What follows belongs to an exercise in optimizing a design on an open flow for small area, a short achievable clock period and few clock cycles; a production flow would make more cautious choices. In this exercise RTL edits were held to simulation tests only and were not proved equivalent to the original.

==> run D <==
==> flow/design.v <==
module ysyx_22041412_mdu(
  input         clk,
  input         rst,
  input         valid_i,
  input  [2:0]  func3_i,
  input         word_i,
  input  [63:0] a_i,
  input  [63:0] b_i,
  output        ready_o,
  output [63:0] result_o
);
  localparam [2:0] S_IDLE = 3'd0, S_MUL = 3'd1, S_ABS = 3'd2, S_DIV = 3'd3,
                   S_FIXR = 3'd4, S_FIXQ = 3'd5, S_DONE = 3'd6;
  reg  [2:0]  state;
  reg  [2:0]  nstate;
  reg         align;       
  reg  [6:0]  cnt;         
  reg  [69:0] X;           
  reg  [67:0] Y;           
  reg  [64:0] M;           
  reg         hi_r;        
  reg         word_r;
  reg         rem_r;       
  reg         negq_r;      
  reg         negr_r;      
  reg         one0r, two0, neg0r, one1, two1, neg1, cin1;
  reg         dsgn_r;      
  reg         fixr_r;      
  reg         am_r, ad_r, af_r;    
  wire idle   = (state == S_IDLE);
  wire is_div = func3_i[2];
  wire sgn_d = ~func3_i[0];                                    
  wire sa    = is_div ? sgn_d : (func3_i[1:0] != 2'b11);        
  wire sb    = is_div ? sgn_d : ~func3_i[1];                    
  wire wdiv  = word_i & is_div;
  wire [63:0] ap = wdiv   ? {{32{sa & a_i[31]}}, a_i[31:0]} : a_i;
  wire [63:0] bp = word_i ? {{32{sb & b_i[31]}}, b_i[31:0]} : b_i;
  wire ea = sa & ap[63];
  wire eb = sb & bp[63];
  wire bzero = ~|bp;
  wire [15:0] bgrp;
  genvar gi, gj;
  generate for (gi = 0; gi < 16; gi = gi + 1) begin : g_bgrp
    assign bgrp[gi] = (bp[4*gi+3:4*gi] == {4{eb}});
  end endgenerate
  wire [31:0] rest_zero;
  assign rest_zero[31:17] = {15{1'b1}};
  assign rest_zero[0]     = 1'b0;
  generate for (gi = 1; gi < 17; gi = gi + 1) begin : g_rz
    assign rest_zero[gi] = (&bgrp[15:gi]) & (bp[4*gi-1] == eb);
  end endgenerate
  wire [6:0] cnt1 = cnt + 7'd1;
  wire mul_fin = rest_zero[cnt1[4:0]];
  wire [63:0] dp = M[63:0] ^ {64{M[64]}};
  wire [7:0]  gor;
  generate for (gi = 0; gi < 8; gi = gi + 1) begin : g_gor
    assign gor[gi] = |dp[8*gi+7:8*gi];
  end endgenerate
  wire [7:0] gabove;           
  assign gabove[7] = 1'b0;
  generate for (gi = 0; gi < 7; gi = gi + 1) begin : g_gab
    assign gabove[gi] = |gor[7:gi+1];
  end endgenerate
  wire [63:0] hm;              
  generate for (gi = 0; gi < 8; gi = gi + 1) begin : g_hmg
    for (gj = 0; gj < 8; gj = gj + 1) begin : g_hmb
      if (gj == 7) assign hm[8*gi+gj] = ~gabove[gi];
      else         assign hm[8*gi+gj] = ~(gabove[gi] | (|dp[8*gi+7:8*gi+gj+1]));
    end
  end endgenerate
  wire dnz = |gor;             
  wire [63:0] v16 = {X[47:0], Y[67:52]};
  wire [63:0] v4  = {X[59:0], Y[67:64]};
  wire pok    = ~X[69] & dnz;
  wire skip16 = pok & ~|X[63:48] & ~|(v16 & hm) & (cnt <= 7'd48);
  wire skip4  = pok & ~|X[63:60] & ~|(v4  & hm) & (cnt <= 7'd60);
  wire [69:0] Xn;
  wire [67:0] Yn;
  wire [67:0] yload = is_div ? {ap, 4'd0} : {{4{eb}}, bp};
  reg  xs_zero, xs_a16, xs_k16, xs_k4;
  reg  ys_load, ys_a16, ys_sum, ys_k16, ys_k4, ys_dstep;
  always @(*) begin
    xs_zero = 1'b0; xs_a16 = 1'b0; xs_k16 = 1'b0; xs_k4 = 1'b0;
    ys_load = 1'b0; ys_a16 = 1'b0; ys_sum = 1'b0; ys_k16 = 1'b0; ys_k4 = 1'b0; ys_dstep = 1'b0;
    case (state)
      S_IDLE: begin xs_zero = 1'b1; ys_load = 1'b1; end
      S_MUL:  if (align && cnt <= 7'd13) begin xs_a16 = 1'b1; ys_a16 = 1'b1; end
      S_ABS:  begin xs_zero = 1'b1; ys_sum = 1'b1; end
      S_DIV:  if (skip16) begin xs_k16 = 1'b1; ys_k16 = 1'b1; end
              else if (skip4) begin xs_k4 = 1'b1; ys_k4 = 1'b1; end
              else ys_dstep = 1'b1;
      S_FIXQ: ys_sum = 1'b1;
      default: ;
    endcase
  end
  ysyx_22041412_dp u_dp (
    .X(X), .Y(Y), .M(M), .yload(yload),
    .one0r(one0r), .two0(two0), .neg0r(neg0r), .one1(one1), .two1(two1), .neg1(neg1), .cin1(cin1),
    .dsgn(dsgn_r), .fixr(fixr_r), .am(am_r), .ad(ad_r), .af(af_r), .negr(negr_r),
    .xs_zero(xs_zero), .xs_a16(xs_a16), .xs_k16(xs_k16), .xs_k4(xs_k4),
    .ys_load(ys_load), .ys_a16(ys_a16), .ys_sum(ys_sum), .ys_k16(ys_k16), .ys_k4(ys_k4), .ys_dstep(ys_dstep),
    .Xn(Xn), .Yn(Yn)
  );
  wire a_neg = ap[63];
  wire b_neg = bp[63];
  reg  next_align;
  always @(*) begin
    nstate     = state;
    next_align = align;
    case (state)
      S_IDLE: begin
        next_align = 1'b0;
        if (valid_i) nstate = is_div ? (ea ? S_ABS : S_DIV) : S_MUL;
      end
      S_MUL: begin
        if (align && cnt <= 7'd13) begin
          if (cnt == 7'd13) nstate = S_DONE;
        end else begin
          if (mul_fin) next_align = 1'b1;
          if (cnt == 7'd16) nstate = S_DONE;
        end
      end
      S_ABS: nstate = S_DIV;
      S_DIV: begin
        if (skip16 ? (cnt == 7'd48) : skip4 ? (cnt == 7'd60) : (cnt == 7'd63)) begin
          if (rem_r) nstate = S_FIXR;
          else       nstate = negq_r ? S_FIXQ : S_DONE;
        end
      end
      S_FIXR: nstate = S_DONE;
      S_FIXQ: nstate = S_DONE;
      default: nstate = S_IDLE;      
    endcase
  end
  reg [2:0] nc0, nc1;
  reg       ncin;
  wire      bneg = idle ? eb : M[64];       
  always @(*) begin
    nc0 = 3'b000; nc1 = 3'b000; ncin = 1'b0;
    case (nstate)
      S_MUL: if (!next_align) begin
        if (idle) begin
          nc0 = {bp[1], bp[0], 1'b0};
          nc1 = bp[3:1];
        end else begin
          nc0 = Y[5:3];
          nc1 = Y[7:5];
        end
      end
      S_DIV: nc0 = bneg ? 3'b001 : 3'b110;        
      S_FIXR: begin
        nc0 = (negr_r ^ bneg) ? 3'b111 : 3'b000;  
        ncin = negr_r;
      end
      S_ABS, S_FIXQ: ncin = 1'b1;
      default: ;
    endcase
  end
  always @(posedge clk) begin
    one0r  <= (nc0 == 3'b001) | (nc0 == 3'b010) | (nc0 == 3'b101) | (nc0 == 3'b110);
    two0   <= (nc0 == 3'b011) | (nc0 == 3'b100);
    neg0r  <= (nc0 == 3'b100) | (nc0 == 3'b101) | (nc0 == 3'b110) | (nc0 == 3'b111 && nstate == S_FIXR);
    one1   <= (nc1 == 3'b001) | (nc1 == 3'b010) | (nc1 == 3'b101) | (nc1 == 3'b110);
    two1   <= (nc1 == 3'b011) | (nc1 == 3'b100);
    neg1   <= (nc1 == 3'b100) | (nc1 == 3'b101) | (nc1 == 3'b110);
    cin1   <= ((nc1 == 3'b100) | (nc1 == 3'b101) | (nc1 == 3'b110)) | ncin;
    dsgn_r <= (nstate == S_DIV);
    fixr_r <= (nstate == S_FIXR);
    am_r   <= (nstate == S_MUL);
    ad_r   <= (nstate == S_DIV);
    af_r   <= (nstate == S_FIXR);
  end
  always @(posedge clk) begin
    if (idle) begin
      M      <= is_div ? {eb, bp} : {ea, ap};
      word_r <= word_i;
      rem_r  <= func3_i[1];
      hi_r   <= is_div ? func3_i[1] : (func3_i[1:0] != 2'b00);
      negq_r <= sgn_d & (a_neg ^ b_neg) & ~bzero;
      negr_r <= sgn_d & a_neg;
    end
  end
  always @(posedge clk) begin
    X <= Xn;
    Y <= Yn;
    case (state)
      S_IDLE, S_ABS: cnt <= 7'd0;
      S_MUL:   cnt <= (align && cnt <= 7'd13) ? cnt + 7'd4 : cnt1;
      S_DIV:   cnt <= skip16 ? cnt + 7'd16 : skip4 ? cnt + 7'd4 : cnt1;
      default: cnt <= cnt1;
    endcase
  end
  always @(posedge clk) begin
    if (rst) begin
      state <= S_IDLE;
      align <= 1'b0;
    end else begin
      state <= nstate;
      align <= next_align;
    end
  end
  wire [63:0] res = hi_r ? X[63:0] : Y[67:4];
  assign ready_o  = (state == S_DONE);
  assign result_o = word_r ? {{32{res[31]}}, res[31:0]} : res;
endmodule
module ysyx_22041412_dp(
  input  [69:0] X,
  input  [67:0] Y,
  input  [64:0] M,
  input  [67:0] yload,
  input         one0r, two0, neg0r, one1, two1, neg1, cin1,
  input         dsgn, fixr, am, ad, af, negr,
  input         xs_zero, xs_a16, xs_k16, xs_k4,
  input         ys_load, ys_a16, ys_sum, ys_k16, ys_k4, ys_dstep,
  output [69:0] Xn,
  output [67:0] Yn
);
  wire one0 = one0r | (fixr & X[69]);
  wire neg0 = neg0r ^ (dsgn & X[69]);
  wire [65:0] pp0 = (({M[64], M} & {66{one0}}) | ({M, 1'b0} & {66{two0}})) ^ {66{neg0}};
  wire [65:0] pp1 = (({M[64], M} & {66{one1}}) | ({M, 1'b0} & {66{two1}})) ^ {66{neg1}};
  wire        ay  = ~(am | ad | af);
  wire [69:0] acc = ({70{am}} & {{4{X[69]}}, X[69:4]}) |
                    ({70{ad}} & {X[68:0], Y[67]}) |
                    ({70{af}} & (X ^ {70{negr}})) |
                    ({70{ay}} & {6'd0, ~Y[67:4]});      
  wire [69:0] t0 = {{4{pp0[65]}}, pp0};
  wire [69:0] t1 = {{2{pp1[65]}}, pp1, neg1, neg0};
  wire [69:0] cs_s = acc ^ t0 ^ t1;
  wire [69:0] cs_c = {((acc[68:0] & t0[68:0]) | (acc[68:0] & t1[68:0]) | (t0[68:0] & t1[68:0])), neg1};
  wire [70:0] p, c;
  ysyx_22041412_pfx u_pfx (.a({cs_s, 1'b1}), .b({cs_c, cin1}), .p(p), .c(c));
  wire [70:0] sum_w = p ^ c;
  wire [69:0] sum = sum_w[70:1];
  wire [69:0] xo = ({70{xs_a16}} & {{16{X[69]}}, X[69:16]}) |
                   ({70{xs_k16}} & {X[53:0], Y[67:52]}) |
                   ({70{xs_k4}}  & {X[65:0], Y[67:64]});
  wire        xsum = ~(xs_zero | xs_a16 | xs_k16 | xs_k4);
  assign Xn = xsum ? sum : xo;
  wire [67:0] yo = ({68{ys_load}} & yload) |
                   ({68{ys_a16}}  & {X[15:0], Y[67:16]}) |
                   ({68{ys_k16}}  & {Y[51:4], 20'd0}) |
                   ({68{ys_k4}}   & {Y[63:4], 8'd0}) |
                   ({68{ys_dstep}} & {Y[66:4], 5'd0}) |
                   ({68{~(ys_load | ys_a16 | ys_k16 | ys_k4 | ys_sum | ys_dstep)}} & {X[3:0], Y[67:4]});
  assign Yn = ys_sum ? {sum[63:0], 4'd0} : (yo | {63'd0, ys_dstep & ~sum[69], 4'd0});
endmodule
module ysyx_22041412_pfx(
  input  [70:0] a,
  input  [70:0] b,
  output [70:0] p,
  output [70:0] c
);
  wire [70:0] G [0:7];
  wire [70:0] P [0:7];
  assign G[0] = a & b;
  assign P[0] = a ^ b;
  genvar l, bi;
  generate for (l = 0; l < 7; l = l + 1) begin : g_lv
    for (bi = 0; bi < 71; bi = bi + 1) begin : g_bt
      if (((bi >> l) & 1) == 1) begin : g_op
        localparam integer J = ((bi >> l) << l) - 1;
        assign G[l+1][bi] = G[l][bi] | (P[l][bi] & G[l][J]);
        assign P[l+1][bi] = P[l][bi] & P[l][J];
      end else begin : g_pass
        assign G[l+1][bi] = G[l][bi];
        assign P[l+1][bi] = P[l][bi];
      end
    end
  end endgenerate
  assign p = P[0];
  assign c = {G[7][69:0], 1'b0};
endmodule
==> flow/run.sh <==
#!/bin/bash
# synth_recipe.tcl (not shown) runs the flow's synth.tcl, then flattens the netlist and writes it again
# the make line also repeats each setting of config.mk as NAME=value (left out here)
make -C /OpenROAD-flow-scripts/flow DESIGN_CONFIG=/design/flow/config.mk WORK_HOME=/design/flow/orfs CLKGATE_MAP_FILE= SYNTH_SCRIPT=/design/flow/synth_recipe.tcl finish
==> flow/config.mk <==
export PLATFORM = sky130hd
export DESIGN_NAME = ysyx_22041412_mdu
export DESIGN_NICKNAME = ysyx_22041412_mdu
export VERILOG_FILES = /design/flow/design.v
export SDC_FILE = /design/flow/constraint.sdc
export NUM_CORES = 4
export LEC_CHECK = 0
export CAP_MARGIN = 20
export CORE_MARGIN = 2
export CORE_UTILIZATION = 30
export PLACE_DENSITY = 0.55
export SETUP_SLACK_MARGIN = 1.5
export SLEW_MARGIN = 20
export SYNTH_HIERARCHICAL = 1
export SYNTH_MINIMUM_KEEP_SIZE = 0
==> flow/constraint.sdc <==
create_clock -name core_clock -period 6.0 [get_ports {clk}]
set_input_delay 1.2000 -clock core_clock [delete_from_list [all_inputs] [get_ports {clk}]]
set_output_delay 1.2000 -clock core_clock [all_outputs]
set_load 0.01 [all_outputs]
==> run X (differences from run D) <==
--- a/flow/design.v
+++ b/flow/design.v
@@ -76,29 +76,19 @@
   wire skip4  = pok & ~|X[63:60] & ~|(v4  & hm) & (cnt <= 7'd60);
-  wire [69:0] Xn;
-  wire [67:0] Yn;
-  wire [67:0] yload = is_div ? {ap, 4'd0} : {{4{eb}}, bp};
-  reg  xs_zero, xs_a16, xs_k16, xs_k4;
-  reg  ys_load, ys_a16, ys_sum, ys_k16, ys_k4, ys_dstep;
-  always @(*) begin
-    xs_zero = 1'b0; xs_a16 = 1'b0; xs_k16 = 1'b0; xs_k4 = 1'b0;
-    ys_load = 1'b0; ys_a16 = 1'b0; ys_sum = 1'b0; ys_k16 = 1'b0; ys_k4 = 1'b0; ys_dstep = 1'b0;
-    case (state)
-      S_IDLE: begin xs_zero = 1'b1; ys_load = 1'b1; end
-      S_MUL:  if (align && cnt <= 7'd13) begin xs_a16 = 1'b1; ys_a16 = 1'b1; end
-      S_ABS:  begin xs_zero = 1'b1; ys_sum = 1'b1; end
-      S_DIV:  if (skip16) begin xs_k16 = 1'b1; ys_k16 = 1'b1; end
-              else if (skip4) begin xs_k4 = 1'b1; ys_k4 = 1'b1; end
-              else ys_dstep = 1'b1;
-      S_FIXQ: ys_sum = 1'b1;
-      default: ;
-    endcase
-  end
-  ysyx_22041412_dp u_dp (
-    .X(X), .Y(Y), .M(M), .yload(yload),
-    .one0r(one0r), .two0(two0), .neg0r(neg0r), .one1(one1), .two1(two1), .neg1(neg1), .cin1(cin1),
-    .dsgn(dsgn_r), .fixr(fixr_r), .am(am_r), .ad(ad_r), .af(af_r), .negr(negr_r),
-    .xs_zero(xs_zero), .xs_a16(xs_a16), .xs_k16(xs_k16), .xs_k4(xs_k4),
-    .ys_load(ys_load), .ys_a16(ys_a16), .ys_sum(ys_sum), .ys_k16(ys_k16), .ys_k4(ys_k4), .ys_dstep(ys_dstep),
-    .Xn(Xn), .Yn(Yn)
-  );
+  wire one0 = one0r | (fixr_r & X[69]);
+  wire neg0 = neg0r ^ (dsgn_r & X[69]);
+  wire [65:0] pp0 = (({M[64], M} & {66{one0}}) | ({M, 1'b0} & {66{two0}})) ^ {66{neg0}};
+  wire [65:0] pp1 = (({M[64], M} & {66{one1}}) | ({M, 1'b0} & {66{two1}})) ^ {66{neg1}};
+  wire [69:0] acc = am_r ? {{4{X[69]}}, X[69:4]} :
+                    ad_r ? {X[68:0], Y[67]} :
+                    af_r ? X ^ {70{negr_r}} :
+                           {6'd0, ~Y[67:4]};      
+  wire [69:0] t0 = {{4{pp0[65]}}, pp0};
+  wire [69:0] t1 = {{2{pp1[65]}}, pp1, neg1, neg0};
+  wire [69:0] cs_s = acc ^ t0 ^ t1;
+  wire [69:0] cs_c = {((acc[68:0] & t0[68:0]) | (acc[68:0] & t1[68:0]) | (t0[68:0] & t1[68:0])), neg1};
+  wire [70:0] ax = {cs_s, 1'b1};
+  wire [70:0] bx = {cs_c, cin1};
+  wire [70:0] sum_w;
+  ysyx_22041412_add71 u_add (.a(ax), .b(bx), .s(sum_w));
+  wire [69:0] sum = sum_w[70:1];
   wire a_neg = ap[63];
@@ -183,9 +173,38 @@
   always @(posedge clk) begin
-    X <= Xn;
-    Y <= Yn;
+    X    <= sum;
+    Y    <= {X[3:0], Y[67:4]};
+    cnt  <= cnt1;
     case (state)
-      S_IDLE, S_ABS: cnt <= 7'd0;
-      S_MUL:   cnt <= (align && cnt <= 7'd13) ? cnt + 7'd4 : cnt1;
-      S_DIV:   cnt <= skip16 ? cnt + 7'd16 : skip4 ? cnt + 7'd4 : cnt1;
-      default: cnt <= cnt1;
+      S_IDLE: begin
+        X   <= 70'd0;
+        cnt <= 7'd0;
+        Y   <= is_div ? {ap, 4'd0} : {{4{eb}}, bp};
+      end
+      S_MUL: begin
+        if (align && cnt <= 7'd13) begin
+          X   <= {{16{X[69]}}, X[69:16]};
+          Y   <= {X[15:0], Y[67:16]};
+          cnt <= cnt + 7'd4;
+        end
+      end
+      S_ABS: begin
+        X   <= 70'd0;
+        cnt <= 7'd0;
+        Y   <= {sum[63:0], 4'd0};
+      end
+      S_DIV: begin
+        if (skip16) begin
+          X   <= {X[53:0], Y[67:52]};
+          Y   <= {Y[51:4], 20'd0};
+          cnt <= cnt + 7'd16;
+        end else if (skip4) begin
+          X   <= {X[65:0], Y[67:64]};
+          Y   <= {Y[63:4], 8'd0};
+          cnt <= cnt + 7'd4;
+        end else begin
+          Y   <= {Y[66:4], ~sum[69], 4'd0};
+        end
+      end
+      S_FIXQ: Y <= {sum[63:0], 4'd0};
+      default: ;
     endcase
@@ -205,54 +224,12 @@
 endmodule
-module ysyx_22041412_dp(
-  input  [69:0] X,
-  input  [67:0] Y,
-  input  [64:0] M,
-  input  [67:0] yload,
-  input         one0r, two0, neg0r, one1, two1, neg1, cin1,
-  input         dsgn, fixr, am, ad, af, negr,
-  input         xs_zero, xs_a16, xs_k16, xs_k4,
-  input         ys_load, ys_a16, ys_sum, ys_k16, ys_k4, ys_dstep,
-  output [69:0] Xn,
-  output [67:0] Yn
-);
-  wire one0 = one0r | (fixr & X[69]);
-  wire neg0 = neg0r ^ (dsgn & X[69]);
-  wire [65:0] pp0 = (({M[64], M} & {66{one0}}) | ({M, 1'b0} & {66{two0}})) ^ {66{neg0}};
-  wire [65:0] pp1 = (({M[64], M} & {66{one1}}) | ({M, 1'b0} & {66{two1}})) ^ {66{neg1}};
-  wire        ay  = ~(am | ad | af);
-  wire [69:0] acc = ({70{am}} & {{4{X[69]}}, X[69:4]}) |
-                    ({70{ad}} & {X[68:0], Y[67]}) |
-                    ({70{af}} & (X ^ {70{negr}})) |
-                    ({70{ay}} & {6'd0, ~Y[67:4]});      
-  wire [69:0] t0 = {{4{pp0[65]}}, pp0};
-  wire [69:0] t1 = {{2{pp1[65]}}, pp1, neg1, neg0};
-  wire [69:0] cs_s = acc ^ t0 ^ t1;
-  wire [69:0] cs_c = {((acc[68:0] & t0[68:0]) | (acc[68:0] & t1[68:0]) | (t0[68:0] & t1[68:0])), neg1};
-  wire [70:0] p, c;
-  ysyx_22041412_pfx u_pfx (.a({cs_s, 1'b1}), .b({cs_c, cin1}), .p(p), .c(c));
-  wire [70:0] sum_w = p ^ c;
-  wire [69:0] sum = sum_w[70:1];
-  wire [69:0] xo = ({70{xs_a16}} & {{16{X[69]}}, X[69:16]}) |
-                   ({70{xs_k16}} & {X[53:0], Y[67:52]}) |
-                   ({70{xs_k4}}  & {X[65:0], Y[67:64]});
-  wire        xsum = ~(xs_zero | xs_a16 | xs_k16 | xs_k4);
-  assign Xn = xsum ? sum : xo;
-  wire [67:0] yo = ({68{ys_load}} & yload) |
-                   ({68{ys_a16}}  & {X[15:0], Y[67:16]}) |
-                   ({68{ys_k16}}  & {Y[51:4], 20'd0}) |
-                   ({68{ys_k4}}   & {Y[63:4], 8'd0}) |
-                   ({68{ys_dstep}} & {Y[66:4], 5'd0}) |
-                   ({68{~(ys_load | ys_a16 | ys_k16 | ys_k4 | ys_sum | ys_dstep)}} & {X[3:0], Y[67:4]});
-  assign Yn = ys_sum ? {sum[63:0], 4'd0} : (yo | {63'd0, ys_dstep & ~sum[69], 4'd0});
-endmodule
-module ysyx_22041412_pfx(
+module ysyx_22041412_add71(
   input  [70:0] a,
   input  [70:0] b,
-  output [70:0] p,
-  output [70:0] c
+  output [70:0] s
 );
+  wire [70:0] g0 = a & b, p0 = a ^ b;
   wire [70:0] G [0:7];
   wire [70:0] P [0:7];
-  assign G[0] = a & b;
-  assign P[0] = a ^ b;
+  assign G[0] = g0;
+  assign P[0] = p0;
   genvar l, bi;
@@ -270,4 +247,3 @@
   end endgenerate
-  assign p = P[0];
-  assign c = {G[7][69:0], 1'b0};
+  assign s = p0 ^ {G[7][69:0], 1'b0};
 endmodule
SETUP_SLACK_MARGIN = 2.0   (was 1.5)
==> impl_metrics.py <==
metrics = {
    "detailed_routing": {
        "routedWlPerCell_um": 31.8,
    },
    "grt": {
        "grtUsageMet3": 0.0965,
    },
    "sta": {
        "maxSlewHeadroom": -0.0325,
        "tightest_slew_ps": 1530,
        "maxSlewViolCount": 2,
    },
    "layout": {
        "multi_input_cells": 3067,
        "fill_cells": 9689,
    },
    "status": {
        "run_status": "finished with violations",
        "so_faults": "capacitance limit, slew limit",
    },
    "place": {
        "hpwlAfterDp_um": 124000,
    },
    "critical_path": {
        "worstReg2RegStart": "negr_r$_DFFE_PP_",
    },
    "job": {
        "max_cap_viol_count": 1,
    },
}
# the run above: run X

==> impl_metrics.py <==
metrics = {
    "status": {
        "run_status": "no timing/DRC/antenna violations",
    },
    "sta": {
        "timing.hold.ws_ps": 647,
        "maxSlewViolCount": 0,
        "tightest_slew_ps": 1120,
    },
    "layout": {
        "clkbuf_count": 40,
        "fill_cells": 7891,
        "drive_gt1_frac": 0.215,
        "clk_share": 0.0359,
    },
    "critical_path": {
        "crit_path_start_kind": "register",
        "worstReg2RegStart": "M[10]$_DFFE_PP_",
    },
    "detailed_routing": {
        "routedWlPerCell_um": 35.5,
    },
    "grt": {
        "grtUsageMet3": 0.131,
    },
    "place": {
        "hpwlAfterDp_um": 98600,
    },
    "job": {
        "max_cap_viol_count": 0,
    },
}
# the run above: run D

Testbench counts of run D, summed over its fixed seeds: cycles 61,237.
Testbench counts of run X, summed over its fixed seeds: cycles 61,237.

==> port drivers added, routing unchanged <==
The results above use ideal ports. As a check the final layouts listed here were re-extracted and re-timed, cells and wires unchanged.
Step 1: set_driving_cell puts a clkbuf_16 on clk and a buf_2 on each other input, an assumption about the parent block.
Step 2 also shifts input and output timing later by t, the mid clock arrival at the registers, as if the neighbouring blocks saw the same clock.
Three values: ideal, step 1, step 2; two values: the first two.
run | t (ns) | setup WS [ns] | hold slack, ns | latest minus earliest clock arrival (ns)
run D | 0.687 | 0.859 / 0.859 / 0.859 | 0.647 / 0.647 / 0.647 | 0.022 / 0.022
run X | 0.683 | 0.330 / 0.330 / 0.330 | 0.639 / 0.639 / 0.639 | 0.031 / 0.032
